Background: an optimization exercise with open tools, aiming at small area. Do not read the settings as production practice.
In this exercise RTL edits were held to simulation tests only and were not proved equivalent to the original.

==> flow/design.v, too long to show whole: its modules and the start of the top module <==
// module BTN_IF: 26 lines
// module SamplingCtrl: 64 lines
// module Oscillator: 27 lines
// module SharedMul: 1917 lines
// module Interpolator: 232 lines
// module dds_core: 43 lines
module dds_core (
    input   wire        clk,         
    input   wire        rst_n,       
    input   wire        btn,         
    output  wire [11:0] dac_out,     
    output  wire [2:0]  mode         
);
  // ...
==> flow/run.sh <==
#!/bin/bash
# synth_recipe.tcl (not shown) runs the flow's synth.tcl, then flattens the netlist and writes it again
# the make line also repeats each setting of config.mk as NAME=value (left out here)
make -C /OpenROAD-flow-scripts/flow DESIGN_CONFIG=/design/flow/config.mk WORK_HOME=/design/flow/orfs CLKGATE_MAP_FILE= SYNTH_SCRIPT=/design/flow/synth_recipe.tcl finish
==> flow/config.mk <==
export PLATFORM = sky130hd
export DESIGN_NAME = dds_core
export DESIGN_NICKNAME = dds_core
export VERILOG_FILES = /design/flow/design.v
export SDC_FILE = /design/flow/constraint.sdc
export NUM_CORES = 4
export LEC_CHECK = 0
export CAP_MARGIN = 20
export CORE_MARGIN = 2
export CORE_UTILIZATION = 40
export PLACE_DENSITY = 0.6
export SLEW_MARGIN = 20
==> flow/constraint.sdc <==
create_clock -name core_clock -period 15.0 [get_ports {clk}]
set_input_delay 3.0000 -clock core_clock [delete_from_list [all_inputs] [get_ports {clk}]]
set_output_delay 3.0000 -clock core_clock [all_outputs]
set_load 0.01 [all_outputs]
==> flow_summary_export.csv, run 1 <==
group,metric,value,unit
placed_design,port_buffers,17,
clock_network,cts_buffer_depth,2,
floorplan,die_h,243,um
synthesis,synth-seq-area-share,0.194,
sta,tns,0,ps
synthesis,yosys_warnings,4,
sta,min_period,14200,ps
placed_design,dp_slack,1220,ps
floorplan,row_count,87,
worst_setup_path,rr_worst_depth,48,
grt,antenna_found_initial,0,
finish,layout.cells.most_common_list,"fa_1 (288), inv_1 (287), nor2_1 (275)",
worst_setup_path,critical_path_cell_count,48,
clock_network,cts_resized,0,
detailed_routing,met2_length,37900,um
synthesis,ys_seq_elements,183,
synthesis,synth_compound_area_frac,0.173,
worst_setup_path,cp-start-kind,"flop",
finish,seq_share,0.180,
clock_network,post_cts_buffers,0,
sta,hold_ws,359,ps
finish,ff_latch_area,4440,um^2
synthesis,syn-num-nets,3078,
outcome,run_status,"finished clean",
detailed_routing,ant_nets,0,
grt,grt_first_pass_wirelength,131000,um
finish,largest_class,"multi-input combinational cells",
grt,met3_usage,0.0586,
worst_setup_path,slowest_stage,"a21boi_1",
floorplan,design.core.area,56500,um^2
worst_setup_path,critical_path.top_delay_family,"compound AO/OA/AOI/OAI gates",
worst_setup_path,cp_num_buf_inv,5,
finish,area_growth,7.69,%
==> module SamplingCtrl, before the edit <==
module SamplingCtrl (
    input   wire        Fg_CLK,
    input   wire  [2:0] oIntBtn,
    input   wire        Fg_RESETn,
    output  wire        DDSEnable,
    output  wire        DDSReady,
    output  wire  [2:0] DDSMode,
    output  wire  [2:0] DDSModeD     
);
    reg [2:0]  rDDSMode;
    reg [2:0]  rModeD;       
    reg [13:0] rCnt;
    reg        rDDSEnable;
    reg        rPulse_In;
    reg        begin_ready;
    reg        rDDSReady;
    reg [6:0]  rCnt_Ready;
    wire btn_ev = |oIntBtn;
    reg [13:0] rValue;
    always @(*) begin
        case (rModeD)
            3'd1:    rValue = 14'd9;
            3'd2:    rValue = 14'd99;
            3'd3:    rValue = 14'd999;
            3'd4:    rValue = 14'd9999;
            default: rValue = 14'd0;
        endcase
    end
    assign DDSMode   = rDDSMode;
    assign DDSModeD  = rModeD;
    assign DDSReady  = rDDSReady;
    assign DDSEnable = rDDSEnable;
    always @(posedge Fg_CLK or negedge Fg_RESETn) begin
        if (~Fg_RESETn) begin
            rCnt       <= 14'd0;
            rModeD     <= 3'd0;
            rDDSEnable <= 1'b0;
            rDDSMode   <= 3'd0;
            rPulse_In  <= 1'b0;
        end else begin
            rCnt       <= (rCnt < rValue) ? rCnt + 14'd1 : 14'd0;
            rModeD     <= rDDSMode;
            rDDSEnable <= (rCnt == rValue);
            if ((btn_ev && rDDSMode == 3'd0) || (rDDSEnable && rPulse_In))
                rDDSMode <= (rDDSMode < 3'd4) ? rDDSMode + 3'd1 : 3'd0;
            if (btn_ev)
                rPulse_In <= 1'b1;
            else if (rDDSEnable)
                rPulse_In <= 1'b0;
        end
    end
    always @(posedge Fg_CLK or negedge Fg_RESETn) begin
        if (~Fg_RESETn) begin
            begin_ready <= 1'b1;
            rCnt_Ready  <= 7'd0;
            rDDSReady   <= 1'b0;
        end else begin
            begin_ready <= (rCnt_Ready < 7'd80) && begin_ready;
            if (begin_ready)
                rCnt_Ready <= (rCnt_Ready < 7'd80) ? rCnt_Ready + 7'd1 : 7'd0;
            rDDSReady <= !(rCnt_Ready < 7'd80);
        end
    end
endmodule
==> module Interpolator, before the edit <==
module Interpolator (
    input   wire        Fg_CLK,
    input   wire        Fg_RESETn,
    input   wire [31:0] out_2,       
    input   wire [29:0] dprod,       
    input   wire [2:0]  DDSMode,
    input   wire        DDSEnable,
    input   wire        DDSReady,
    output  wire [11:0] InterpOut
);
    reg [29:0] Out;
    reg [29:0] dreg;
    reg [11:0] rInterpOut;
    reg        Enable_delay;
    assign InterpOut = rInterpOut;
    reg [29:0] dready;
    always @(*) begin
        case (DDSMode)
            3'd1:    dready = 30'd9687804;
            3'd2:    dready = 30'd968780;
            3'd3:    dready = 30'd96877;
            3'd4:    dready = 30'd9687;
            default: dready = 30'd0;
        endcase
    end
    wire acc_g0 = Out[0] & dreg[0];
    wire acc_p0 = Out[0] ^ dreg[0];
    wire acc_g1 = Out[1] & dreg[1];
    wire acc_p1 = Out[1] ^ dreg[1];
    wire acc_g2 = Out[2] & dreg[2];
    wire acc_p2 = Out[2] ^ dreg[2];
    wire acc_g3 = Out[3] & dreg[3];
    wire acc_p3 = Out[3] ^ dreg[3];
    wire acc_g4 = Out[4] & dreg[4];
    wire acc_p4 = Out[4] ^ dreg[4];
    wire acc_g5 = Out[5] & dreg[5];
    wire acc_p5 = Out[5] ^ dreg[5];
    wire acc_g6 = Out[6] & dreg[6];
    wire acc_p6 = Out[6] ^ dreg[6];
    wire acc_g7 = Out[7] & dreg[7];
    wire acc_p7 = Out[7] ^ dreg[7];
    wire acc_g8 = Out[8] & dreg[8];
    wire acc_p8 = Out[8] ^ dreg[8];
    wire acc_g9 = Out[9] & dreg[9];
    wire acc_p9 = Out[9] ^ dreg[9];
    wire acc_g10 = Out[10] & dreg[10];
    wire acc_p10 = Out[10] ^ dreg[10];
    wire acc_g11 = Out[11] & dreg[11];
    wire acc_p11 = Out[11] ^ dreg[11];
    wire acc_g12 = Out[12] & dreg[12];
    wire acc_p12 = Out[12] ^ dreg[12];
    wire acc_g13 = Out[13] & dreg[13];
    wire acc_p13 = Out[13] ^ dreg[13];
    wire acc_g14 = Out[14] & dreg[14];
    wire acc_p14 = Out[14] ^ dreg[14];
    wire acc_g15 = Out[15] & dreg[15];
    wire acc_p15 = Out[15] ^ dreg[15];
    wire acc_g16 = Out[16] & dreg[16];
    wire acc_p16 = Out[16] ^ dreg[16];
    wire acc_g17 = Out[17] & dreg[17];
    wire acc_p17 = Out[17] ^ dreg[17];
    wire acc_g18 = Out[18] & dreg[18];
    wire acc_p18 = Out[18] ^ dreg[18];
    wire acc_g19 = Out[19] & dreg[19];
    wire acc_p19 = Out[19] ^ dreg[19];
    wire acc_g20 = Out[20] & dreg[20];
    wire acc_p20 = Out[20] ^ dreg[20];
    wire acc_g21 = Out[21] & dreg[21];
    wire acc_p21 = Out[21] ^ dreg[21];
    wire acc_g22 = Out[22] & dreg[22];
    wire acc_p22 = Out[22] ^ dreg[22];
    wire acc_g23 = Out[23] & dreg[23];
    wire acc_p23 = Out[23] ^ dreg[23];
    wire acc_g24 = Out[24] & dreg[24];
    wire acc_p24 = Out[24] ^ dreg[24];
    wire acc_g25 = Out[25] & dreg[25];
    wire acc_p25 = Out[25] ^ dreg[25];
    wire acc_g26 = Out[26] & dreg[26];
    wire acc_p26 = Out[26] ^ dreg[26];
    wire acc_g27 = Out[27] & dreg[27];
    wire acc_p27 = Out[27] ^ dreg[27];
    wire acc_g28 = Out[28] & dreg[28];
    wire acc_p28 = Out[28] ^ dreg[28];
    wire acc_g29 = Out[29] & dreg[29];
    wire acc_p29 = Out[29] ^ dreg[29];
    wire acc_G1 = acc_g1 | (acc_p1 & acc_g0);
    wire acc_P1 = acc_p1 & acc_p0;
    wire acc_G2 = acc_g3 | (acc_p3 & acc_g2);
    wire acc_P2 = acc_p3 & acc_p2;
    wire acc_G3 = acc_g5 | (acc_p5 & acc_g4);
    wire acc_P3 = acc_p5 & acc_p4;
    wire acc_G4 = acc_g7 | (acc_p7 & acc_g6);
    wire acc_P4 = acc_p7 & acc_p6;
    wire acc_G5 = acc_g9 | (acc_p9 & acc_g8);
    wire acc_P5 = acc_p9 & acc_p8;
    wire acc_G6 = acc_g11 | (acc_p11 & acc_g10);
    wire acc_P6 = acc_p11 & acc_p10;
    wire acc_G7 = acc_g13 | (acc_p13 & acc_g12);
    wire acc_P7 = acc_p13 & acc_p12;
    wire acc_G8 = acc_g15 | (acc_p15 & acc_g14);
    wire acc_P8 = acc_p15 & acc_p14;
    wire acc_G9 = acc_g17 | (acc_p17 & acc_g16);
    wire acc_P9 = acc_p17 & acc_p16;
    wire acc_G10 = acc_g19 | (acc_p19 & acc_g18);
    wire acc_P10 = acc_p19 & acc_p18;
    wire acc_G11 = acc_g21 | (acc_p21 & acc_g20);
    wire acc_P11 = acc_p21 & acc_p20;
    wire acc_G12 = acc_g23 | (acc_p23 & acc_g22);
    wire acc_P12 = acc_p23 & acc_p22;
    wire acc_G13 = acc_g25 | (acc_p25 & acc_g24);
    wire acc_P13 = acc_p25 & acc_p24;
    wire acc_G14 = acc_g27 | (acc_p27 & acc_g26);
    wire acc_P14 = acc_p27 & acc_p26;
    wire acc_G15 = acc_g29 | (acc_p29 & acc_g28);
    wire acc_P15 = acc_p29 & acc_p28;
    wire acc_G16 = acc_G2 | (acc_P2 & acc_G1);
    wire acc_P16 = acc_P2 & acc_P1;
    wire acc_G17 = acc_G4 | (acc_P4 & acc_G3);
    wire acc_P17 = acc_P4 & acc_P3;
    wire acc_G18 = acc_G6 | (acc_P6 & acc_G5);
    wire acc_P18 = acc_P6 & acc_P5;
    wire acc_G19 = acc_G8 | (acc_P8 & acc_G7);
    wire acc_P19 = acc_P8 & acc_P7;
    wire acc_G20 = acc_G10 | (acc_P10 & acc_G9);
    wire acc_P20 = acc_P10 & acc_P9;
    wire acc_G21 = acc_G12 | (acc_P12 & acc_G11);
    wire acc_P21 = acc_P12 & acc_P11;
    wire acc_G22 = acc_G14 | (acc_P14 & acc_G13);
    wire acc_P22 = acc_P14 & acc_P13;
    wire acc_G23 = acc_G17 | (acc_P17 & acc_G16);
    wire acc_P23 = acc_P17 & acc_P16;
    wire acc_G24 = acc_G19 | (acc_P19 & acc_G18);
    wire acc_P24 = acc_P19 & acc_P18;
    wire acc_G25 = acc_G21 | (acc_P21 & acc_G20);
    wire acc_P25 = acc_P21 & acc_P20;
    wire acc_G26 = acc_G24 | (acc_P24 & acc_G23);
    wire acc_P26 = acc_P24 & acc_P23;
    wire acc_G27 = acc_G25 | (acc_P25 & acc_G26);
    wire acc_P27 = acc_P25 & acc_P26;
    wire acc_G28 = acc_G18 | (acc_P18 & acc_G23);
    wire acc_P28 = acc_P18 & acc_P23;
    wire acc_G29 = acc_G20 | (acc_P20 & acc_G26);
    wire acc_P29 = acc_P20 & acc_P26;
    wire acc_G30 = acc_G22 | (acc_P22 & acc_G27);
    wire acc_P30 = acc_P22 & acc_P27;
    wire acc_G31 = acc_G3 | (acc_P3 & acc_G16);
    wire acc_P31 = acc_P3 & acc_P16;
    wire acc_G32 = acc_G5 | (acc_P5 & acc_G23);
    wire acc_P32 = acc_P5 & acc_P23;
    wire acc_G33 = acc_G7 | (acc_P7 & acc_G28);
    wire acc_P33 = acc_P7 & acc_P28;
    wire acc_G34 = acc_G9 | (acc_P9 & acc_G26);
    wire acc_P34 = acc_P9 & acc_P26;
    wire acc_G35 = acc_G11 | (acc_P11 & acc_G29);
    wire acc_P35 = acc_P11 & acc_P29;
    wire acc_G36 = acc_G13 | (acc_P13 & acc_G27);
    wire acc_P36 = acc_P13 & acc_P27;
    wire acc_G37 = acc_G15 | (acc_P15 & acc_G30);
    wire acc_P37 = acc_P15 & acc_P30;
    wire acc_G38 = acc_g2 | (acc_p2 & acc_G1);
    wire acc_P38 = acc_p2 & acc_P1;
    wire acc_G39 = acc_g4 | (acc_p4 & acc_G16);
    wire acc_P39 = acc_p4 & acc_P16;
    wire acc_G40 = acc_g6 | (acc_p6 & acc_G31);
    wire acc_P40 = acc_p6 & acc_P31;
    wire acc_G41 = acc_g8 | (acc_p8 & acc_G23);
    wire acc_P41 = acc_p8 & acc_P23;
    wire acc_G42 = acc_g10 | (acc_p10 & acc_G32);
    wire acc_P42 = acc_p10 & acc_P32;
    wire acc_G43 = acc_g12 | (acc_p12 & acc_G28);
    wire acc_P43 = acc_p12 & acc_P28;
    wire acc_G44 = acc_g14 | (acc_p14 & acc_G33);
    wire acc_P44 = acc_p14 & acc_P33;
    wire acc_G45 = acc_g16 | (acc_p16 & acc_G26);
    wire acc_P45 = acc_p16 & acc_P26;
    wire acc_G46 = acc_g18 | (acc_p18 & acc_G34);
    wire acc_P46 = acc_p18 & acc_P34;
    wire acc_G47 = acc_g20 | (acc_p20 & acc_G29);
    wire acc_P47 = acc_p20 & acc_P29;
    wire acc_G48 = acc_g22 | (acc_p22 & acc_G35);
    wire acc_P48 = acc_p22 & acc_P35;
    wire acc_G49 = acc_g24 | (acc_p24 & acc_G27);
    wire acc_P49 = acc_p24 & acc_P27;
    wire acc_G50 = acc_g26 | (acc_p26 & acc_G36);
    wire acc_P50 = acc_p26 & acc_P36;
    wire acc_G51 = acc_g28 | (acc_p28 & acc_G30);
    wire acc_P51 = acc_p28 & acc_P30;
    wire acc_s0 = acc_p0;
    wire acc_s1 = acc_p1 ^ acc_g0;
    wire acc_s2 = acc_p2 ^ acc_G1;
    wire acc_s3 = acc_p3 ^ acc_G38;
    wire acc_s4 = acc_p4 ^ acc_G16;
    wire acc_s5 = acc_p5 ^ acc_G39;
    wire acc_s6 = acc_p6 ^ acc_G31;
    wire acc_s7 = acc_p7 ^ acc_G40;
    wire acc_s8 = acc_p8 ^ acc_G23;
    wire acc_s9 = acc_p9 ^ acc_G41;
    wire acc_s10 = acc_p10 ^ acc_G32;
    wire acc_s11 = acc_p11 ^ acc_G42;
    wire acc_s12 = acc_p12 ^ acc_G28;
    wire acc_s13 = acc_p13 ^ acc_G43;
    wire acc_s14 = acc_p14 ^ acc_G33;
    wire acc_s15 = acc_p15 ^ acc_G44;
    wire acc_s16 = acc_p16 ^ acc_G26;
    wire acc_s17 = acc_p17 ^ acc_G45;
    wire acc_s18 = acc_p18 ^ acc_G34;
    wire acc_s19 = acc_p19 ^ acc_G46;
    wire acc_s20 = acc_p20 ^ acc_G29;
    wire acc_s21 = acc_p21 ^ acc_G47;
    wire acc_s22 = acc_p22 ^ acc_G35;
    wire acc_s23 = acc_p23 ^ acc_G48;
    wire acc_s24 = acc_p24 ^ acc_G27;
    wire acc_s25 = acc_p25 ^ acc_G49;
    wire acc_s26 = acc_p26 ^ acc_G36;
    wire acc_s27 = acc_p27 ^ acc_G50;
    wire acc_s28 = acc_p28 ^ acc_G30;
    wire acc_s29 = acc_p29 ^ acc_G51;
    wire [29:0] Out_next = {acc_s29, acc_s28, acc_s27, acc_s26, acc_s25, acc_s24, acc_s23, acc_s22, acc_s21, acc_s20, acc_s19, acc_s18, acc_s17, acc_s16, acc_s15, acc_s14, acc_s13, acc_s12, acc_s11, acc_s10, acc_s9, acc_s8, acc_s7, acc_s6, acc_s5, acc_s4, acc_s3, acc_s2, acc_s1, acc_s0};
    always @(posedge Fg_CLK)
        dreg <= dprod | ({30{DDSReady}} & dready);
    always @(posedge Fg_CLK or negedge Fg_RESETn) begin
        if (~Fg_RESETn) begin
            Enable_delay <= 1'b1;
            Out          <= 30'd0;
            rInterpOut   <= 12'd0;
        end else begin
            Enable_delay <= DDSEnable;
            Out          <= Enable_delay ? out_2[29:0] : Out_next;
            rInterpOut   <= Out[29:18];
        end
    end
endmodule
==> module dds_core, before the edit <==
module dds_core (
    input   wire        clk,         
    input   wire        rst_n,       
    input   wire        btn,         
    output  wire [11:0] dac_out,     
    output  wire [2:0]  mode         
);
    wire    [2:0]  oIntBtn;
    wire           wDDSEnable;
    wire    [2:0]  wDDSMode;
    wire    [2:0]  wDDSModeD;
    wire           wDDSReady;
    wire    [31:0] wout_1;
    wire    [31:0] wout_2;
    wire    [31:0] wr_out;
    wire    [29:0] wdprod;
    assign mode = wDDSMode;
    BTN_IF m_BtnIf (
        .Fg_CLK(clk), .Ext_RESETn(rst_n), .iExtBtn(btn), .oIntBtn(oIntBtn)
    );
    SamplingCtrl m_samp (
        .Fg_CLK(clk), .oIntBtn(oIntBtn), .Fg_RESETn(rst_n),
        .DDSEnable(wDDSEnable), .DDSReady(wDDSReady),
        .DDSMode(wDDSMode), .DDSModeD(wDDSModeD)
    );
    SharedMul m_mul (
        .y1(wout_1), .y2(wout_2), .osc(wDDSEnable), .mode(wDDSMode),
        .r_out(wr_out), .dprod(wdprod)
    );
    Oscillator m_osc (
        .Fg_CLK(clk), .Fg_RESETn(rst_n),
        .DDSEnable(wDDSEnable), .DDSReady(wDDSReady),
        .init_1(32'd96878045),       
        .r_out(wr_out),
        .out_1(wout_1), .out_2(wout_2)
    );
    Interpolator m_interp (
        .Fg_CLK(clk), .Fg_RESETn(rst_n),
        .out_2(wout_2), .dprod(wdprod),
        .DDSMode(wDDSMode), .DDSEnable(wDDSEnable), .DDSReady(wDDSReady),
        .InterpOut(dac_out)
    );
endmodule
==> run 2: changes to the inputs <==
--- a/flow/design.v
+++ b/flow/design.v
@@ -59,17 +59,17 @@
     always @(posedge Fg_CLK or negedge Fg_RESETn) begin
         if (~Fg_RESETn) begin
             rCnt       <= 14'd0;
             rModeD     <= 3'd0;
             rDDSEnable <= 1'b0;
             rDDSMode   <= 3'd0;
             rPulse_In  <= 1'b0;
         end else begin
-            rCnt       <= (rCnt < rValue) ? rCnt + 14'd1 : 14'd0;
+            rCnt       <= (rValue == 14'd0 || rCnt == rValue) ? 14'd0 : rCnt + 14'd1;
             rModeD     <= rDDSMode;
             rDDSEnable <= (rCnt == rValue);
             if ((btn_ev && rDDSMode == 3'd0) || (rDDSEnable && rPulse_In))
                 rDDSMode <= (rDDSMode < 3'd4) ? rDDSMode + 3'd1 : 3'd0;
             if (btn_ev)
                 rPulse_In <= 1'b1;
             else if (rDDSEnable)
                 rPulse_In <= 1'b0;
@@ -115,16 +115,17 @@
         end
     end
 endmodule
 module SharedMul (
     input   wire [31:0] y1,
     input   wire [31:0] y2,
     input   wire        osc,         
     input   wire [2:0]  mode,
+    input   wire [29:0] acc,         
     output  wire [31:0] r_out,       
     output  wire [29:0] dprod        
 );
     wire dsub_g0 = y1[0] & ~y2[0];
     wire dsub_p0 = y1[0] ^ ~y2[0];
     wire dsub_g1 = y1[1] & ~y2[1];
     wire dsub_p1 = y1[1] ^ ~y2[1];
     wire dsub_g2 = y1[2] & ~y2[2];
@@ -862,46 +863,46 @@
     wire r7_53 = (s2 & ~xm1[31]) | (s5 & xm1[23]);
     wire r7_54 = (s5 & xm1[24]);
     wire r7_55 = (s5 & xm1[25]);
     wire r7_56 = (s5 & xm1[26]);
     wire r7_57 = (s5 & xm1[27]);
     wire r7_58 = (s5 & xm1[28]);
     wire r7_59 = (s5 & xm1[29]);
     wire r7_60 = (s5 & xm1[30]);
-    wire z_29 = s5 & ~y2[0];
-    wire z_30 = s5 & ~y2[1];
-    wire z_31 = s5 & ~y2[2];
-    wire z_32 = s5 & ~y2[3];
-    wire z_33 = s5 & ~y2[4];
-    wire z_34 = s5 & ~y2[5];
-    wire z_35 = s5 & ~y2[6];
-    wire z_36 = s5 & ~y2[7];
-    wire z_37 = s5 & ~y2[8];
-    wire z_38 = s5 & ~y2[9];
-    wire z_39 = s5 & ~y2[10];
-    wire z_40 = s5 & ~y2[11];
-    wire z_41 = s5 & ~y2[12];
-    wire z_42 = s5 & ~y2[13];
-    wire z_43 = s5 & ~y2[14];
-    wire z_44 = s5 & ~y2[15];
-    wire z_45 = s5 & ~y2[16];
-    wire z_46 = s5 & ~y2[17];
-    wire z_47 = s5 & ~y2[18];
-    wire z_48 = s5 & ~y2[19];
-    wire z_49 = s5 & ~y2[20];
-    wire z_50 = s5 & ~y2[21];
-    wire z_51 = s5 & ~y2[22];
-    wire z_52 = s5 & ~y2[23];
-    wire z_53 = s5 & ~y2[24];
-    wire z_54 = s5 & ~y2[25];
-    wire z_55 = s5 & ~y2[26];
-    wire z_56 = s5 & ~y2[27];
-    wire z_57 = s5 & ~y2[28];
-    wire z_58 = s5 & ~y2[29];
+    wire z_29 = osc ? ~y2[0] : acc[0];
+    wire z_30 = osc ? ~y2[1] : acc[1];
+    wire z_31 = osc ? ~y2[2] : acc[2];
+    wire z_32 = osc ? ~y2[3] : acc[3];
+    wire z_33 = osc ? ~y2[4] : acc[4];
+    wire z_34 = osc ? ~y2[5] : acc[5];
+    wire z_35 = osc ? ~y2[6] : acc[6];
+    wire z_36 = osc ? ~y2[7] : acc[7];
+    wire z_37 = osc ? ~y2[8] : acc[8];
+    wire z_38 = osc ? ~y2[9] : acc[9];
+    wire z_39 = osc ? ~y2[10] : acc[10];
+    wire z_40 = osc ? ~y2[11] : acc[11];
+    wire z_41 = osc ? ~y2[12] : acc[12];
+    wire z_42 = osc ? ~y2[13] : acc[13];
+    wire z_43 = osc ? ~y2[14] : acc[14];
+    wire z_44 = osc ? ~y2[15] : acc[15];
+    wire z_45 = osc ? ~y2[16] : acc[16];
+    wire z_46 = osc ? ~y2[17] : acc[17];
+    wire z_47 = osc ? ~y2[18] : acc[18];
+    wire z_48 = osc ? ~y2[19] : acc[19];
+    wire z_49 = osc ? ~y2[20] : acc[20];
+    wire z_50 = osc ? ~y2[21] : acc[21];
+    wire z_51 = osc ? ~y2[22] : acc[22];
+    wire z_52 = osc ? ~y2[23] : acc[23];
+    wire z_53 = osc ? ~y2[24] : acc[24];
+    wire z_54 = osc ? ~y2[25] : acc[25];
+    wire z_55 = osc ? ~y2[26] : acc[26];
+    wire z_56 = osc ? ~y2[27] : acc[27];
+    wire z_57 = osc ? ~y2[28] : acc[28];
+    wire z_58 = osc ? ~y2[29] : acc[29];
     wire z_59 = s5 & ~y2[30];
     wire z_60 = s5 & y2[31];
     wire kc_11 = s2 | s5;
     wire kc_14 = s5;
     wire kc_20 = s5;
     wire kc_24 = s5;
     wire kc_29 = s5;
     wire kc_31 = s0 | s2 | s4;
@@ -2030,242 +2031,48 @@
     assign prod[60] = fin_s60;
     assign prod[28:0] = 29'd0;
     assign r_out = prod[60:29];
     assign dprod = prod[58:29];
 endmodule
 module Interpolator (
     input   wire        Fg_CLK,
     input   wire        Fg_RESETn,
-    input   wire [31:0] out_2,       
+    input   wire [31:0] out_1,       
     input   wire [29:0] dprod,       
     input   wire [2:0]  DDSMode,
     input   wire        DDSEnable,
     input   wire        DDSReady,
+    output  wire [29:0] acc,
     output  wire [11:0] InterpOut
 );
-    reg [29:0] Out;
-    reg [29:0] dreg;
+    reg [29:0] racc;         
+    reg [11:0] out_hi;       
     reg [11:0] rInterpOut;
-    reg        Enable_delay;
+    assign acc = racc;
     assign InterpOut = rInterpOut;
     reg [29:0] dready;
     always @(*) begin
         case (DDSMode)
             3'd1:    dready = 30'd9687804;
             3'd2:    dready = 30'd968780;
             3'd3:    dready = 30'd96877;
             3'd4:    dready = 30'd9687;
             default: dready = 30'd0;
         endcase
     end
-    wire acc_g0 = Out[0] & dreg[0];
-    wire acc_p0 = Out[0] ^ dreg[0];
-    wire acc_g1 = Out[1] & dreg[1];
-    wire acc_p1 = Out[1] ^ dreg[1];
-    wire acc_g2 = Out[2] & dreg[2];
-    wire acc_p2 = Out[2] ^ dreg[2];
-    wire acc_g3 = Out[3] & dreg[3];
-    wire acc_p3 = Out[3] ^ dreg[3];
-    wire acc_g4 = Out[4] & dreg[4];
-    wire acc_p4 = Out[4] ^ dreg[4];
-    wire acc_g5 = Out[5] & dreg[5];
-    wire acc_p5 = Out[5] ^ dreg[5];
-    wire acc_g6 = Out[6] & dreg[6];
-    wire acc_p6 = Out[6] ^ dreg[6];
-    wire acc_g7 = Out[7] & dreg[7];
-    wire acc_p7 = Out[7] ^ dreg[7];
-    wire acc_g8 = Out[8] & dreg[8];
-    wire acc_p8 = Out[8] ^ dreg[8];
-    wire acc_g9 = Out[9] & dreg[9];
-    wire acc_p9 = Out[9] ^ dreg[9];
-    wire acc_g10 = Out[10] & dreg[10];
-    wire acc_p10 = Out[10] ^ dreg[10];
-    wire acc_g11 = Out[11] & dreg[11];
-    wire acc_p11 = Out[11] ^ dreg[11];
-    wire acc_g12 = Out[12] & dreg[12];
-    wire acc_p12 = Out[12] ^ dreg[12];
-    wire acc_g13 = Out[13] & dreg[13];
-    wire acc_p13 = Out[13] ^ dreg[13];
-    wire acc_g14 = Out[14] & dreg[14];
-    wire acc_p14 = Out[14] ^ dreg[14];
-    wire acc_g15 = Out[15] & dreg[15];
-    wire acc_p15 = Out[15] ^ dreg[15];
-    wire acc_g16 = Out[16] & dreg[16];
-    wire acc_p16 = Out[16] ^ dreg[16];
-    wire acc_g17 = Out[17] & dreg[17];
-    wire acc_p17 = Out[17] ^ dreg[17];
-    wire acc_g18 = Out[18] & dreg[18];
-    wire acc_p18 = Out[18] ^ dreg[18];
-    wire acc_g19 = Out[19] & dreg[19];
-    wire acc_p19 = Out[19] ^ dreg[19];
-    wire acc_g20 = Out[20] & dreg[20];
-    wire acc_p20 = Out[20] ^ dreg[20];
-    wire acc_g21 = Out[21] & dreg[21];
-    wire acc_p21 = Out[21] ^ dreg[21];
-    wire acc_g22 = Out[22] & dreg[22];
-    wire acc_p22 = Out[22] ^ dreg[22];
-    wire acc_g23 = Out[23] & dreg[23];
-    wire acc_p23 = Out[23] ^ dreg[23];
-    wire acc_g24 = Out[24] & dreg[24];
-    wire acc_p24 = Out[24] ^ dreg[24];
-    wire acc_g25 = Out[25] & dreg[25];
-    wire acc_p25 = Out[25] ^ dreg[25];
-    wire acc_g26 = Out[26] & dreg[26];
-    wire acc_p26 = Out[26] ^ dreg[26];
-    wire acc_g27 = Out[27] & dreg[27];
-    wire acc_p27 = Out[27] ^ dreg[27];
-    wire acc_g28 = Out[28] & dreg[28];
-    wire acc_p28 = Out[28] ^ dreg[28];
-    wire acc_g29 = Out[29] & dreg[29];
-    wire acc_p29 = Out[29] ^ dreg[29];
-    wire acc_G1 = acc_g1 | (acc_p1 & acc_g0);
-    wire acc_P1 = acc_p1 & acc_p0;
-    wire acc_G2 = acc_g3 | (acc_p3 & acc_g2);
-    wire acc_P2 = acc_p3 & acc_p2;
-    wire acc_G3 = acc_g5 | (acc_p5 & acc_g4);
-    wire acc_P3 = acc_p5 & acc_p4;
-    wire acc_G4 = acc_g7 | (acc_p7 & acc_g6);
-    wire acc_P4 = acc_p7 & acc_p6;
-    wire acc_G5 = acc_g9 | (acc_p9 & acc_g8);
-    wire acc_P5 = acc_p9 & acc_p8;
-    wire acc_G6 = acc_g11 | (acc_p11 & acc_g10);
-    wire acc_P6 = acc_p11 & acc_p10;
-    wire acc_G7 = acc_g13 | (acc_p13 & acc_g12);
-    wire acc_P7 = acc_p13 & acc_p12;
-    wire acc_G8 = acc_g15 | (acc_p15 & acc_g14);
-    wire acc_P8 = acc_p15 & acc_p14;
-    wire acc_G9 = acc_g17 | (acc_p17 & acc_g16);
-    wire acc_P9 = acc_p17 & acc_p16;
-    wire acc_G10 = acc_g19 | (acc_p19 & acc_g18);
-    wire acc_P10 = acc_p19 & acc_p18;
-    wire acc_G11 = acc_g21 | (acc_p21 & acc_g20);
-    wire acc_P11 = acc_p21 & acc_p20;
-    wire acc_G12 = acc_g23 | (acc_p23 & acc_g22);
-    wire acc_P12 = acc_p23 & acc_p22;
-    wire acc_G13 = acc_g25 | (acc_p25 & acc_g24);
-    wire acc_P13 = acc_p25 & acc_p24;
-    wire acc_G14 = acc_g27 | (acc_p27 & acc_g26);
-    wire acc_P14 = acc_p27 & acc_p26;
-    wire acc_G15 = acc_g29 | (acc_p29 & acc_g28);
-    wire acc_P15 = acc_p29 & acc_p28;
-    wire acc_G16 = acc_G2 | (acc_P2 & acc_G1);
-    wire acc_P16 = acc_P2 & acc_P1;
-    wire acc_G17 = acc_G4 | (acc_P4 & acc_G3);
-    wire acc_P17 = acc_P4 & acc_P3;
-    wire acc_G18 = acc_G6 | (acc_P6 & acc_G5);
-    wire acc_P18 = acc_P6 & acc_P5;
-    wire acc_G19 = acc_G8 | (acc_P8 & acc_G7);
-    wire acc_P19 = acc_P8 & acc_P7;
-    wire acc_G20 = acc_G10 | (acc_P10 & acc_G9);
-    wire acc_P20 = acc_P10 & acc_P9;
-    wire acc_G21 = acc_G12 | (acc_P12 & acc_G11);
-    wire acc_P21 = acc_P12 & acc_P11;
-    wire acc_G22 = acc_G14 | (acc_P14 & acc_G13);
-    wire acc_P22 = acc_P14 & acc_P13;
-    wire acc_G23 = acc_G17 | (acc_P17 & acc_G16);
-    wire acc_P23 = acc_P17 & acc_P16;
-    wire acc_G24 = acc_G19 | (acc_P19 & acc_G18);
-    wire acc_P24 = acc_P19 & acc_P18;
-    wire acc_G25 = acc_G21 | (acc_P21 & acc_G20);
-    wire acc_P25 = acc_P21 & acc_P20;
-    wire acc_G26 = acc_G24 | (acc_P24 & acc_G23);
-    wire acc_P26 = acc_P24 & acc_P23;
-    wire acc_G27 = acc_G25 | (acc_P25 & acc_G26);
-    wire acc_P27 = acc_P25 & acc_P26;
-    wire acc_G28 = acc_G18 | (acc_P18 & acc_G23);
-    wire acc_P28 = acc_P18 & acc_P23;
-    wire acc_G29 = acc_G20 | (acc_P20 & acc_G26);
-    wire acc_P29 = acc_P20 & acc_P26;
-    wire acc_G30 = acc_G22 | (acc_P22 & acc_G27);
-    wire acc_P30 = acc_P22 & acc_P27;
-    wire acc_G31 = acc_G3 | (acc_P3 & acc_G16);
-    wire acc_P31 = acc_P3 & acc_P16;
-    wire acc_G32 = acc_G5 | (acc_P5 & acc_G23);
-    wire acc_P32 = acc_P5 & acc_P23;
-    wire acc_G33 = acc_G7 | (acc_P7 & acc_G28);
-    wire acc_P33 = acc_P7 & acc_P28;
-    wire acc_G34 = acc_G9 | (acc_P9 & acc_G26);
-    wire acc_P34 = acc_P9 & acc_P26;
-    wire acc_G35 = acc_G11 | (acc_P11 & acc_G29);
-    wire acc_P35 = acc_P11 & acc_P29;
-    wire acc_G36 = acc_G13 | (acc_P13 & acc_G27);
-    wire acc_P36 = acc_P13 & acc_P27;
-    wire acc_G37 = acc_G15 | (acc_P15 & acc_G30);
-    wire acc_P37 = acc_P15 & acc_P30;
-    wire acc_G38 = acc_g2 | (acc_p2 & acc_G1);
-    wire acc_P38 = acc_p2 & acc_P1;
-    wire acc_G39 = acc_g4 | (acc_p4 & acc_G16);
-    wire acc_P39 = acc_p4 & acc_P16;
-    wire acc_G40 = acc_g6 | (acc_p6 & acc_G31);
-    wire acc_P40 = acc_p6 & acc_P31;
-    wire acc_G41 = acc_g8 | (acc_p8 & acc_G23);
-    wire acc_P41 = acc_p8 & acc_P23;
-    wire acc_G42 = acc_g10 | (acc_p10 & acc_G32);
-    wire acc_P42 = acc_p10 & acc_P32;
-    wire acc_G43 = acc_g12 | (acc_p12 & acc_G28);
-    wire acc_P43 = acc_p12 & acc_P28;
-    wire acc_G44 = acc_g14 | (acc_p14 & acc_G33);
-    wire acc_P44 = acc_p14 & acc_P33;
-    wire acc_G45 = acc_g16 | (acc_p16 & acc_G26);
-    wire acc_P45 = acc_p16 & acc_P26;
-    wire acc_G46 = acc_g18 | (acc_p18 & acc_G34);
-    wire acc_P46 = acc_p18 & acc_P34;
-    wire acc_G47 = acc_g20 | (acc_p20 & acc_G29);
-    wire acc_P47 = acc_p20 & acc_P29;
-    wire acc_G48 = acc_g22 | (acc_p22 & acc_G35);
-    wire acc_P48 = acc_p22 & acc_P35;
-    wire acc_G49 = acc_g24 | (acc_p24 & acc_G27);
-    wire acc_P49 = acc_p24 & acc_P27;
-    wire acc_G50 = acc_g26 | (acc_p26 & acc_G36);
-    wire acc_P50 = acc_p26 & acc_P36;
-    wire acc_G51 = acc_g28 | (acc_p28 & acc_G30);
-    wire acc_P51 = acc_p28 & acc_P30;
-    wire acc_s0 = acc_p0;
-    wire acc_s1 = acc_p1 ^ acc_g0;
-    wire acc_s2 = acc_p2 ^ acc_G1;
-    wire acc_s3 = acc_p3 ^ acc_G38;
-    wire acc_s4 = acc_p4 ^ acc_G16;
-    wire acc_s5 = acc_p5 ^ acc_G39;
-    wire acc_s6 = acc_p6 ^ acc_G31;
-    wire acc_s7 = acc_p7 ^ acc_G40;
-    wire acc_s8 = acc_p8 ^ acc_G23;
-    wire acc_s9 = acc_p9 ^ acc_G41;
-    wire acc_s10 = acc_p10 ^ acc_G32;
-    wire acc_s11 = acc_p11 ^ acc_G42;
-    wire acc_s12 = acc_p12 ^ acc_G28;
-    wire acc_s13 = acc_p13 ^ acc_G43;
-    wire acc_s14 = acc_p14 ^ acc_G33;
-    wire acc_s15 = acc_p15 ^ acc_G44;
-    wire acc_s16 = acc_p16 ^ acc_G26;
-    wire acc_s17 = acc_p17 ^ acc_G45;
-    wire acc_s18 = acc_p18 ^ acc_G34;
-    wire acc_s19 = acc_p19 ^ acc_G46;
-    wire acc_s20 = acc_p20 ^ acc_G29;
-    wire acc_s21 = acc_p21 ^ acc_G47;
-    wire acc_s22 = acc_p22 ^ acc_G35;
-    wire acc_s23 = acc_p23 ^ acc_G48;
-    wire acc_s24 = acc_p24 ^ acc_G27;
-    wire acc_s25 = acc_p25 ^ acc_G49;
-    wire acc_s26 = acc_p26 ^ acc_G36;
-    wire acc_s27 = acc_p27 ^ acc_G50;
-    wire acc_s28 = acc_p28 ^ acc_G30;
-    wire acc_s29 = acc_p29 ^ acc_G51;
-    wire [29:0] Out_next = {acc_s29, acc_s28, acc_s27, acc_s26, acc_s25, acc_s24, acc_s23, acc_s22, acc_s21, acc_s20, acc_s19, acc_s18, acc_s17, acc_s16, acc_s15, acc_s14, acc_s13, acc_s12, acc_s11, acc_s10, acc_s9, acc_s8, acc_s7, acc_s6, acc_s5, acc_s4, acc_s3, acc_s2, acc_s1, acc_s0};
-    always @(posedge Fg_CLK)
-        dreg <= dprod | ({30{DDSReady}} & dready);
     always @(posedge Fg_CLK or negedge Fg_RESETn) begin
         if (~Fg_RESETn) begin
-            Enable_delay <= 1'b1;
-            Out          <= 30'd0;
-            rInterpOut   <= 12'd0;
+            racc       <= 30'd0;
+            out_hi     <= 12'd0;
+            rInterpOut <= 12'd0;
         end else begin
-            Enable_delay <= DDSEnable;
-            Out          <= Enable_delay ? out_2[29:0] : Out_next;
-            rInterpOut   <= Out[29:18];
+            racc       <= DDSEnable ? out_1[29:0] : (dprod | ({30{DDSReady}} & dready));
+            out_hi     <= racc[29:18];
+            rInterpOut <= out_hi;
         end
     end
 endmodule
 module dds_core (
     input   wire        clk,         
     input   wire        rst_n,       
     input   wire        btn,         
     output  wire [11:0] dac_out,     
@@ -2275,35 +2082,36 @@
     wire           wDDSEnable;
     wire    [2:0]  wDDSMode;
     wire    [2:0]  wDDSModeD;
     wire           wDDSReady;
     wire    [31:0] wout_1;
     wire    [31:0] wout_2;
     wire    [31:0] wr_out;
     wire    [29:0] wdprod;
+    wire    [29:0] wacc;
     assign mode = wDDSMode;
     BTN_IF m_BtnIf (
         .Fg_CLK(clk), .Ext_RESETn(rst_n), .iExtBtn(btn), .oIntBtn(oIntBtn)
     );
     SamplingCtrl m_samp (
         .Fg_CLK(clk), .oIntBtn(oIntBtn), .Fg_RESETn(rst_n),
         .DDSEnable(wDDSEnable), .DDSReady(wDDSReady),
         .DDSMode(wDDSMode), .DDSModeD(wDDSModeD)
     );
     SharedMul m_mul (
-        .y1(wout_1), .y2(wout_2), .osc(wDDSEnable), .mode(wDDSMode),
+        .y1(wout_1), .y2(wout_2), .osc(wDDSEnable), .mode(wDDSMode), .acc(wacc),
         .r_out(wr_out), .dprod(wdprod)
     );
     Oscillator m_osc (
         .Fg_CLK(clk), .Fg_RESETn(rst_n),
         .DDSEnable(wDDSEnable), .DDSReady(wDDSReady),
         .init_1(32'd96878045),       
         .r_out(wr_out),
         .out_1(wout_1), .out_2(wout_2)
     );
     Interpolator m_interp (
         .Fg_CLK(clk), .Fg_RESETn(rst_n),
-        .out_2(wout_2), .dprod(wdprod),
+        .out_1(wout_1), .dprod(wdprod), .acc(wacc),
         .DDSMode(wDDSMode), .DDSEnable(wDDSEnable), .DDSReady(wDDSReady),
         .InterpOut(dac_out)
     );
 endmodule
==> flow_summary_export.csv, run 2 <==
group,metric,value,unit
synthesis,async_reset_ff_frac,1.00,
clock_network,cts_buffer_depth,2,
sta,hold_violations,0,
grt,antenna_found_initial,0,
grt,grt_max_degree,73,
sta,tightest_slew,1210,ps
clock_network,cts_hold_buf,0,
placed_design,port_buffers,17,
worst_setup_path,slowest_stage,"a2111oi_0",
synthesis,synthAdderAreaFrac,0.349,
finish,drive_gt1_frac,0.0527,
synthesis,netlist.area_leader.share,0.254,
clock_network,worstSkewPairLatency,450,ps
detailed_routing,ant_nets,0,
floorplan,start_util,0.406,
worst_setup_path,cp-start-kind,"flop",
synthesis,yosys-top-cells-area,"fa_1 (25%), dfrtp_1 (19%), ha_1 (9.3%)",
worst_setup_path,cp-endpoint,"m_osc.r_out_1[31]",
synthesis,synth.top_cells.by_count,"nor2_1 (300), fa_1 (272), inv_1 (269)",
finish,nNetsFinal,2850,
detailed_routing,vias,19281,
synthesis,synth_compound_area_frac,0.184,
clock_network,ctsHtreeMaxLevel,4,
floorplan,die_x,235,um
sta,max_freq,74.8,MHz
sta,hold_ws,344,ps
floorplan,pin_count,18,
sta,drv_slew,0,
finish,final_common_cell,"nor2_1",
sta,post-route-period-util,0.891,
synthesis,ys_types,82,
synthesis,syn-mean-instance-area,8.72,um^2
placed_design,gp_congestion,1.01,
synthesis,synth_ff_type,"dfrtp_1",
worst_setup_path,critPathKind,"flop to flop",
worst_setup_path,rr_worst_depth,43,
finish,largestRegisters,"m_osc.r_out_1 x32, m_osc.r_out_2 x32, m_interp.racc x30",
grt,grtUsageTotal,0.299,
synthesis,synth_top_cell_by_area,"fa_1",
detailed_routing,drtIter0Drc,2419,
finish,num_antenna_cells,0,
detailed_routing,first_pass_iters,6,
worst_setup_path,crit_fanout,8,
floorplan,die_h,235,um
sta,setup_violations,0,
synthesis,post-synth-top-count-cell,"nor2_1",
clock_network,cts_sinks,164,
worst_setup_path,reg2reg_slack,1630,ps
placed_design,dp_hpwl,63200,um
worst_setup_path,max_stage_delay,870,ps
clock_network,cts-root-buf,"clkbuf_16",
sta,maxSlewHeadroom,0.186,
synthesis,ys_seq_elements,164,
grt,grt_overflow,0,
detailed_routing,routed_wirelength,82000,um
synthesis,synthCells,2456,
worst_setup_path,startpoint,"m_osc.r_out_1[0]",
sta,min_period,13370,ps
clock_network,cts_resized,0,
synthesis,synthSimpleGateAreaFrac,0.150,
floorplan,row_count,84,
synthesis,syn-num-nets,2891,
floorplan,dieArea,55400,um^2
outcome,run_status,"finished clean",
floorplan,design.core.area,52800,um^2
flow_run,max-cap-violations,0,
grt,grt_first_pass_wirelength,125000,um
worst_setup_path,cp-end-kind,"flop",
synthesis,synth_top_family_by_area,"adder cells",
worst_setup_path,r2r-start,"m_osc.r_out_1[0]",
synthesis,netlist_area,21400,um^2
worst_setup_path,r2r-end,"m_osc.r_out_1[31]",
grt,grt_pass1_vias,19319,
clock_network,post_cts_buffers,0,
clock_network,cts.reportedPaths.clkPinSlew,60,ps
min_path,hold_path.class,"flop to flop",
synthesis,yosys_warnings,4,
sta,rsz0062_at_grt,"false",
sta,fin_skew,10.0,ps
synthesis,muxShareOfSynthArea,0.0140,
sta,tns,0,ps
finish,layout.cells.most_common_list,"nor2_1 (300), fa_1 (272), inv_1 (268)",
detailed_routing,vias_per_cell,6.19,
finish,area_growth,7.13,%
worst_setup_path,cp.required,15310,ps
clock_network,cts_buffers,17,
detailed_routing,wl_per_cell,26.3,um
detailed_routing,drc,0,
synthesis,synth-seq-area-share,0.192,
worst_setup_path,critPathArrivalTime,13680,ps
synthesis,synth_xor_area_frac,0.0388,
clock_network,cts_tree,"built",
synthesis,synth_edf_count,0,
worst_setup_path,cp_common_cell,"fa_1",
==> run 2: how the worst min path moves through the flow <==
stage                              startpoint                       to  slack [ps]  cells past startpoint
after floorplan            m_interp.out_hi[0]   m_interp.rInterpOut[0]         330                      0
after global placement     m_interp.out_hi[8]   m_interp.rInterpOut[8]         330                      0
after detailed placement  m_interp.out_hi[10]  m_interp.rInterpOut[10]         330                      0
after CTS                  m_interp.out_hi[6]   m_interp.rInterpOut[6]         350                      0
after global routing       m_interp.out_hi[6]   m_interp.rInterpOut[6]         360                      0
final                      m_interp.out_hi[6]   m_interp.rInterpOut[6]         340                      0
==> run 2: logic make-up (layout without fill, tap and decap cells) <==
logic type                 Yosys count  in the layout
AOI/OAI and AO/OA                  612            612
xor gates and xnor gates            95             95
adders and majority gates          435            435
buffers and inverters              406            378
DFF                                164            164
muxes                               27             27
and+or+nand+nor                    717            717
==> run 2: layer usage <==
metal | vias to the layer above | routed length (um) | track usage
li1 | 8362 | - | -
met1 | 9591 | 35800 | 0.437
met2 | 1131 | 35300 | 0.444
met3 | 195 | 7850 | 0.0508
met4 | 2 | 3030 | 0.105
met5 | - | 70 | 0.00866
==> run 2: cell type report <==
| type | instances | area [um^2] |
|---|---|---|
| Clock buffer | 20 | 457 |
| Clock inverter | 12 | 128 |
| Fill cell | 5325 | 29800 |
| Inverter | 279 | 1050 |
| Multi-Input combinational cell | 1886 | 15800 |
| Sequential cell | 164 | 4120 |
| Tap cell | 688 | 861 |
| Timing Repair Buffer | 67 | 547 |
==> run 2: worst max-delay path, delay by kind of cell (launching register included) <==
| family | cells | cell delay (ps) |
|---|---|---|
| AO/OA/AOI/OAI | 17 | 5040 |
| adder cells (fa/ha/maj) | 13 | 5250 |
| AND/OR/NAND/NOR | 6 | 1080 |
| multiplexers | 1 | 460 |
| XOR/XNOR | 2 | 640 |
| buffers and inverters | 4 | 360 |
| flip-flops | 1 | 400 |
==> run 2: through the flow <==
step	util	instances	setup slack [ps]	area, um^2
6_report	0.435	3116	1630	23000
5_1_grt	0.435	3116	974	23000
4_1_cts	0.435	3116	1810	22900
3_5_place_dp	0.424	3084	1860	22400
3_3_place_gp	0.424	3084	1920	22400
2_1_floorplan	-	2456	3650	21400
==> module Oscillator, before the edit <==
module Oscillator (
    input   wire        Fg_CLK,
    input   wire        Fg_RESETn,
    input   wire        DDSEnable,
    input   wire        DDSReady,
    input   wire [31:0] init_1,
    input   wire [31:0] r_out,       
    output  wire [31:0] out_1,
    output  wire [31:0] out_2
);
    reg [31:0] r_out_1;
    reg [31:0] r_out_2;
    assign out_1 = r_out_1;
    assign out_2 = r_out_2;
    always @(posedge Fg_CLK or negedge Fg_RESETn) begin
        if (~Fg_RESETn) begin
            r_out_1 <= 32'd0;
            r_out_2 <= 32'd0;
        end else if (DDSReady) begin
            r_out_1 <= init_1;
            r_out_2 <= 32'd0;
        end else if (DDSEnable) begin
            r_out_1 <= r_out;
            r_out_2 <= r_out_1;
        end
    end
endmodule
==> run 3: changes to the inputs <==
--- a/flow/design.v
+++ b/flow/design.v
@@ -34,14 +34,14 @@
     output  wire  [2:0] DDSModeD     
 );
     reg [2:0]  rDDSMode;
-    reg [2:0]  rModeD;       
+    reg        rModeChg;     
     reg [13:0] rCnt;
     reg        rDDSEnable;
     reg        rPulse_In;
-    reg        begin_ready;
-    reg        rDDSReady;
     reg [6:0]  rCnt_Ready;
     wire btn_ev = |oIntBtn;
+    wire mode_step = (btn_ev && rDDSMode == 3'd0) || (rDDSEnable && rPulse_In);
+    wire [2:0] rModeD = !rModeChg ? rDDSMode : (rDDSMode == 3'd0) ? 3'd4 : rDDSMode - 3'd1;
     reg [13:0] rValue;
     always @(*) begin
         case (rModeD)
@@ -54,20 +54,19 @@
     end
     assign DDSMode   = rDDSMode;
     assign DDSModeD  = rModeD;
-    assign DDSReady  = rDDSReady;
     assign DDSEnable = rDDSEnable;
     always @(posedge Fg_CLK or negedge Fg_RESETn) begin
         if (~Fg_RESETn) begin
             rCnt       <= 14'd0;
-            rModeD     <= 3'd0;
+            rModeChg   <= 1'b0;
             rDDSEnable <= 1'b0;
             rDDSMode   <= 3'd0;
             rPulse_In  <= 1'b0;
         end else begin
             rCnt       <= (rValue == 14'd0 || rCnt == rValue) ? 14'd0 : rCnt + 14'd1;
-            rModeD     <= rDDSMode;
+            rModeChg   <= mode_step;
             rDDSEnable <= (rCnt == rValue);
-            if ((btn_ev && rDDSMode == 3'd0) || (rDDSEnable && rPulse_In))
+            if (mode_step)
                 rDDSMode <= (rDDSMode < 3'd4) ? rDDSMode + 3'd1 : 3'd0;
             if (btn_ev)
                 rPulse_In <= 1'b1;
@@ -75,17 +74,12 @@
                 rPulse_In <= 1'b0;
         end
     end
+    assign DDSReady = (rCnt_Ready == 7'd81);
     always @(posedge Fg_CLK or negedge Fg_RESETn) begin
-        if (~Fg_RESETn) begin
-            begin_ready <= 1'b1;
-            rCnt_Ready  <= 7'd0;
-            rDDSReady   <= 1'b0;
-        end else begin
-            begin_ready <= (rCnt_Ready < 7'd80) && begin_ready;
-            if (begin_ready)
-                rCnt_Ready <= (rCnt_Ready < 7'd80) ? rCnt_Ready + 7'd1 : 7'd0;
-            rDDSReady <= !(rCnt_Ready < 7'd80);
-        end
+        if (~Fg_RESETn)
+            rCnt_Ready <= 7'd0;
+        else if (rCnt_Ready != 7'd82)
+            rCnt_Ready <= rCnt_Ready + 7'd1;
     end
 endmodule
 module Oscillator (
@@ -106,12 +100,13 @@
         if (~Fg_RESETn) begin
             r_out_1 <= 32'd0;
             r_out_2 <= 32'd0;
-        end else if (DDSReady) begin
-            r_out_1 <= init_1;
-            r_out_2 <= 32'd0;
-        end else if (DDSEnable) begin
-            r_out_1 <= r_out;
-            r_out_2 <= r_out_1;
+        end else begin
+            if (DDSReady)
+                r_out_1 <= init_1;
+            else if (DDSEnable)
+                r_out_1 <= r_out;
+            if (DDSReady | DDSEnable)
+                r_out_2 <= r_out_1;
         end
     end
 endmodule
==> flow_summary_export.csv, run 3 <==
group,metric,value,unit
outcome,run_status,"finished clean",
detailed_routing,drtIter0Drc,2526,
synthesis,netlist_area,21100,um^2
sta,min_period,14070,ps
sta,post-route-period-util,0.938,
clock_network,cts_sinks,160,
synthesis,muxShareOfSynthArea,0.0239,
worst_setup_path,critPathArrivalTime,14350,ps
sta,setup_violations,0,
clock_network,cts_resized,0,
worst_setup_path,slowest_stage,"a2111oi_0",
worst_setup_path,cp_common_cell,"fa_1",
grt,grtUsageTotal,0.293,
sta,hold_violations,0,
finish,largestRegisters,"m_osc.r_out_1 x32, m_osc.r_out_2 x32, m_interp.racc x30",
synthesis,yosys-top-cells-area,"fa_1 (26%), dfrtp_1 (19%), ha_1 (9.7%)",
synthesis,synthAdderAreaFrac,0.355,
finish,num_antenna_cells,0,
grt,grt_overflow,0,
finish,area_growth,7.34,%
detailed_routing,first_pass_iters,8,
synthesis,syn-mean-instance-area,8.93,um^2
detailed_routing,vias_per_cell,6.07,
grt,grtUsageMet2,0.438,
synthesis,netlist.area_leader.share,0.258,
placed_design,port_buffers,17,
sta,fin_skew,8.87,ps
worst_setup_path,crit_fanout,7,
synthesis,synth.top_cells.by_count,"nor2_1 (315), fa_1 (272), inv_1 (262)",
finish,final_common_cell,"nor2_1",
synthesis,ys_types,81,
synthesis,synth_compound_area_frac,0.170,
worst_setup_path,max_stage_delay,1000,ps
clock_network,cts.reportedPaths.clkPinSlew,60,ps
detailed_routing,routed_wirelength,77700,um
finish,nFillCells,5196,
grt,grt.busiest_layer,"met2",
sta,rsz0062_at_grt,"false",
worst_setup_path,cp-start-kind,"flop",
clock_network,cts-root-buf,"clkbuf_16",
finish,layout.cells.most_common_list,"nor2_1 (313), fa_1 (272), inv_1 (262)",
floorplan,start_util,0.404,
grt,antenna_found_initial,0,
placed_design,place_area,22100,um^2
clock_network,cts_hold_buf,0,
synthesis,ys_seq_elements,160,
min_path,min_from,"m_interp.out_hi[11]",
worst_setup_path,critPathKind,"flop to flop",
detailed_routing,drc,0,
sta,max_freq,71.1,MHz
synthesis,post-synth-top-count-cell,"nor2_1",
flow_run,max-cap-violations,0,
clock_network,cts_buffers,17,
placed_design,gp_congestion,1.03,
synthesis,synth_edf_count,0,
placed_design,dp_slack,1130,ps
floorplan,die_h,234,um
finish,nNetsFinal,2775,
finish,utilization,0.433,
placed_design,dp_cells,3005,
clock_network,post_cts_buffers,0,
synthesis,synth_xor_area_frac,0.0398,
sta,maxSlewHeadroom,0.222,
synthesis,async_reset_ff_frac,1.00,
clock_network,worstSkewPairLatency,440,ps
detailed_routing,wl_per_cell,25.6,um
worst_setup_path,cp-end-kind,"flop",
synthesis,synthCells,2365,
floorplan,row_count,84,
synthesis,synth-seq-area-share,0.190,
clock_network,cts_buffer_depth,2,
placed_design,dp_hpwl,60700,um
worst_setup_path,startpoint,"m_osc.r_out_1[0]",
finish,instances_no_fill,3035,
grt,grt_max_degree,89,
clock_network,ctsHtreeMaxLevel,4,
grt,grt_first_pass_wirelength,120000,um
grt,grt_use_met1,0.426,
finish,drive_gt1_frac,0.0639,
detailed_routing,ant_nets,0,
sta,setup_slack,929,ps
min_path,hold_path.class,"flop to flop",
worst_setup_path,r2r-start,"m_osc.r_out_1[0]",
grt,grt_pass1_vias,18842,
synthesis,synth_ff_type,"dfrtp_1",
finish,fin_area,22700,um^2
synthesis,synth_top_cell_by_area,"fa_1",
sta,tightest_slew,1160,ps
synthesis,yosys_warnings,4,
synthesis,synthSimpleGateAreaFrac,0.153,
worst_setup_path,cp.required,15280,ps
floorplan,dieArea,54700,um^2
floorplan,die_x,234,um
sta,drv_slew,0,
synthesis,syn-num-nets,2804,
sta,tns,0,ps
synthesis,synth_top_family_by_area,"adder cells",
floorplan,pin_count,18,
clock_network,cts_tree,"built",
detailed_routing,vias,18417,
floorplan,design.core.area,52300,um^2
grt,met3_usage,0.0494,
## run 3: changes by cell type after synthesis, moves of 8 or more
cell	delta
a21o_1	+8
o22ai_1	-20
and2_1	-10
o21a_1	-10
mux2_2	+32
a21oi_1	-26
clkbuf_1	-24
nor2_1	+15
a221o_1	+8
nand2_1	-29
o21ai_0	-32
mux2i_1	-11
nand3_1	+12
## run 3: cell type report
class / count / area (um^2) / share of cell area
Inverter: 268 / 1010 / 0.0444
Timing Repair Buffer: 61 / 502 / 0.0221
Tap cell: 688 / 861 / 0.0380
Multi-Input combinational cell: 1828 / 15700 / 0.693
Clock inverter: 9 / 111 / 0.00491
Sequential cell: 160 / 4010 / 0.177
Clock buffer: 21 / 460 / 0.0203
## run 3: metrics by stage
stage | hold WS, ps
after floorplan | 331
after global placement | 334
after detailed placement | 335
after CTS | 346
after global routing | 349
final | 346
## run 3: path summary, 6_finish.rpt
path,end,slack [ps],cells after the start
min reg2reg,m_interp.rInterpOut[11],350,0
max reg2reg,m_interp.racc[21],930,46
max,m_interp.racc[21],930,46
min,m_interp.rInterpOut[11],350,0
min in group asynchronous,m_interp.rInterpOut[3],2640,1
max in group asynchronous,m_samp.rDDSEnable,10770,2
## run 3: cells by family (layout without fill, tap and decap cells)
group                      count (synthesis)  after routing
AOI/OAI and AO/OA                        538            538
xor gates and xnor gates                  96             96
adders and majority gates                437            437
buffers and inverters                    377            359
DFF                                      160            160
muxes                                     46             46
and+or+nand+nor                          711            711
## run 3: layer usage
metal,vias to the layer above,share of wire
met5,-,0
met1,9043,0.44
met4,0,0.043
li1,8084,-
met2,1060,0.43
met3,230,0.092
## run 3: critical path, delay by kind of cell, from the launching register on
kind	cells	cell delay (ps)
AOI/OAI and AO/OA	19	5590
adders and majority gates	12	4690
and+or+nand+nor	8	1450
xor gates and xnor gates	2	800
muxes	1	550
DFF	1	410
buffers and inverters	4	410
==> run 4: changes to the inputs <==
--- a/flow/design.v
+++ b/flow/design.v
@@ -101,10 +101,8 @@
             r_out_1 <= 32'd0;
             r_out_2 <= 32'd0;
         end else begin
-            if (DDSReady)
-                r_out_1 <= init_1;
-            else if (DDSEnable)
-                r_out_1 <= r_out;
+            if (DDSReady | DDSEnable)
+                r_out_1 <= r_out | ({32{DDSReady}} & init_1);
             if (DDSReady | DDSEnable)
                 r_out_2 <= r_out_1;
         end
--- a/flow/config.mk
+++ b/flow/config.mk
@@ -8,5 +8,6 @@
 export CAP_MARGIN = 20
 export CORE_MARGIN = 2
 export CORE_UTILIZATION = 40
+export CTS_BUF_LIST = sky130_fd_sc_hd__clkbuf_4 sky130_fd_sc_hd__clkbuf_8
 export PLACE_DENSITY = 0.6
 export SLEW_MARGIN = 20
==> flow_summary_export.csv, run 4 <==
group,metric,value,unit
sta,setup_violations,0,
floorplan,pin_count,18,
grt,grt_overflow,0,
detailed_routing,ant_nets,0,
sta,tns,0,ps
detailed_routing,drtIter0Drc,2299,
clock_network,cts_tree,"built",
grt,grt_max_degree,90,
worst_setup_path,crit_fanout,9,
finish,final_common_cell,"nor2_1",
sta,hold_violations,0,
synthesis,syn-num-nets,2774,
clock_network,cts_buffers,17,
sta,drv_slew,0,
floorplan,die_h,233,um
synthesis,yosys-top-cells-area,"fa_1 (26%), dfrtp_1 (19%), ha_1 (9.8%)",
synthesis,ys_seq_elements,160,
grt,grt_pass1_vias,18740,
clock_network,post_cts_buffers,0,
min_path,hold_path_depth,0,
finish,num_antenna_cells,0,
worst_setup_path,reg2reg_slack,790,ps
sta,max_freq,70.4,MHz
synthesis,synthCells,2335,
finish,drive_gt1_frac,0.0656,
synthesis,synth.top_cells.by_count,"nor2_1 (289), fa_1 (272), inv_1 (253)",
clock_network,cts_sinks,160,
detailed_routing,met2_length,34200,um
outcome,run_status,"finished clean",
floorplan,start_util,0.402,
detailed_routing,drc,0,
detailed_routing,vias_per_cell,6.19,
finish,largestRegisters,"m_osc.r_out_1 x32, m_osc.r_out_2 x32, m_interp.racc x30",
worst_setup_path,cp_common_cell,"fa_1",
min_path,hold_path.class,"flop to flop",
finish,area_growth,6.18,%
synthesis,ys_types,76,
sta,tightest_slew,1180,ps
clock_network,cts.reportedPaths.clkPinSlew,100,ps
sta,maxSlewHeadroom,0.195,
finish,nNetsFinal,2742,
clock_network,cts_resized,0,
synthesis,synth-seq-area-share,0.191,
detailed_routing,highest_layer,"met4",
detailed_routing,first_pass_iters,8,
sta,post-route-period-util,0.947,
synthesis,post-synth-top-count-cell,"nor2_1",
detailed_routing,vias,18608,
flow_run,max-cap-violations,0,
floorplan,die_x,233,um
clock_network,cts_buffer_depth,2,
synthesis,syn-mean-instance-area,9.00,um^2
sta,fin_skew,19.1,ps
sta,rsz0062_at_grt,"false",
sta,min_period,14210,ps
synthesis,synth_edf_count,0,
sta,hold_ws,351,ps
worst_setup_path,critPathKind,"flop to flop",
placed_design,gp_congestion,1.00,
finish,layout.cells.most_common_list,"nor2_1 (287), fa_1 (272), inv_1 (252)",
worst_setup_path,rr_worst_depth,47,
detailed_routing,wl_met3,7510,um
worst_setup_path,startpoint,"m_osc.r_out_1[0]",
clock_network,cts_hold_buf,0,
clock_network,ctsHtreeMaxLevel,4,
detailed_routing,routed_wirelength,78200,um
detailed_routing,met1Wirelength,33100,um
clock_network,cts-root-buf,"clkbuf_8",
worst_setup_path,cp.required,15330,ps
clock_network,worstSkewPairLatency,490,ps
placed_design,port_buffers,17,
worst_setup_path,cp-start-kind,"flop",
worst_setup_path,cp-end-kind,"flop",
synthesis,yosys_warnings,4,
synthesis,synth_top_cell_by_area,"fa_1",
synthesis,netlist.area_leader.share,0.259,
floorplan,dieArea,54400,um^2
synthesis,synth_ff_type,"dfrtp_1",
placed_design,dp_hpwl,61400,um
grt,grtUsageTotal,0.294,
floorplan,design.core.area,52200,um^2
grt,antenna_found_initial,0,
floorplan,row_count,84,
worst_setup_path,r2r-end,"m_osc.r_out_1[25]",
detailed_routing,wl_per_cell,26.0,um
min_path,hold_end,"m_BtnIf.rIntBtn[1]",
worst_setup_path,max_stage_delay,870,ps
grt,grt_first_pass_wirelength,120000,um
worst_setup_path,r2r-start,"m_osc.r_out_1[0]",
synthesis,async_reset_ff_frac,1.00,
synthesis,netlist_area,21000,um^2
worst_setup_path,slowest_stage,"xor2_1",
min_path,min_from,"m_BtnIf.rIntBtn[0]",
worst_setup_path,critPathArrivalTime,14550,ps
## run 4: worst max path at each step
stage	end	slack, ps	cells after the start
2_1_floorplan	m_osc.r_out_1[25]	3700	47
3_3_place_gp	m_osc.r_out_1[25]	1380	47
3_5_place_dp	m_osc.r_out_1[25]	1220	47
4_1_cts	m_osc.r_out_1[25]	1160	47
5_1_grt	m_osc.r_out_1[25]	180	47
6_report	m_osc.r_out_1[25]	790	47
## run 4: critical path, delay by kind of cell (launching register included)
| family | cells | cell delay [ps] |
|---|---|---|
| fa+ha+maj | 11 | 4610 |
| buf+inv | 6 | 860 |
| xor+xnor | 2 | 1080 |
| mux | 1 | 280 |
| flops | 1 | 390 |
| compound gates | 21 | 5650 |
| simple gates | 6 | 1190 |
## run 4: kinds of logic (layout without fill, tap and decap cells)
group / after synthesis / count (layout) / share of synthesized area
xor gates and xnor gates: 107 / 107 / 0.0446
buffers and inverters: 373 / 354 / 0.0676
AOI/OAI and AO/OA: 551 / 551 / 0.171
muxes: 57 / 57 / 0.0298
adders and majority gates: 437 / 437 / 0.357
DFF: 160 / 160 / 0.191
and+or+nand+nor: 650 / 650 / 0.139
## run 4: cell type report
class | instances | area [um^2]
flip-flops and latches | 160 | 4010
fillers | 5079 | 29900
inverters | 265 | 995
well taps | 688 | 861
clock buffers | 19 | 255
multi-input cells | 1802 | 15600
clock inverters | 13 | 105
repair buffers | 57 | 468
## run 4: routing by layer
metal | GRT usage | up-vias
met3 | 0.0659 | 244
met5 | 0 | -
met4 | 0.108 | 0
met2 | 0.445 | 1103
li1 | - | 8010
met1 | 0.411 | 9251
## run 4: metrics by stage
| step | instance area (um^2) | utilization | worst slack (ps) | std cells |
|---|---|---|---|---|
| after floorplan | 21000 | - | 3700 | 2335 |
| after global placement | 21900 | 0.420 | 1380 | 2971 |
| after detailed placement | 22000 | 0.420 | 1220 | 2972 |
| after CTS | 22300 | 0.427 | 1160 | 3004 |
| after global routing | 22300 | 0.427 | 176 | 3004 |
| final | 22300 | 0.427 | 790 | 3004 |

==> static timing again, ports no longer ideal <==
How much do the figures lean on ideal ports? The routed layouts below were timed once more, with nothing changed but the port constraints. Step 1: set_driving_cell puts a clkbuf_16 on clk and a buf_2 on each other input, an assumption about the parent block. Step 2 moves the port delays by t, midway between the first and last clock arrival at a register: inputs arrive t later, outputs are due t later. That takes back most of the time a late clock gives input paths. Three values: no drivers, after step 1, after step 2; two values: the first two.
| run | shift t [ns] | slack for setup (ns) | hold slack, ns | worst register clock-pin slew, ns |
|---|---|---|---|---|
| run 1 | 0.494 | 0.804 / 0.804 / 0.804 | 0.359 / 0.359 / 0.359 | 0.07 / 0.07 |
| run 2 | 0.493 | 1.628 / 1.628 / 1.628 | 0.344 / 0.344 / 0.344 | 0.07 / 0.07 |
| run 3 | 0.483 | 0.929 / 0.929 / 0.929 | 0.346 / 0.346 / 0.346 | 0.07 / 0.07 |
| run 4 | 0.528 | 0.790 / 0.790 / 0.790 | 0.351 / 0.351 / 0.351 | 0.10 / 0.10 |
After both steps every run listed still meets setup and hold.
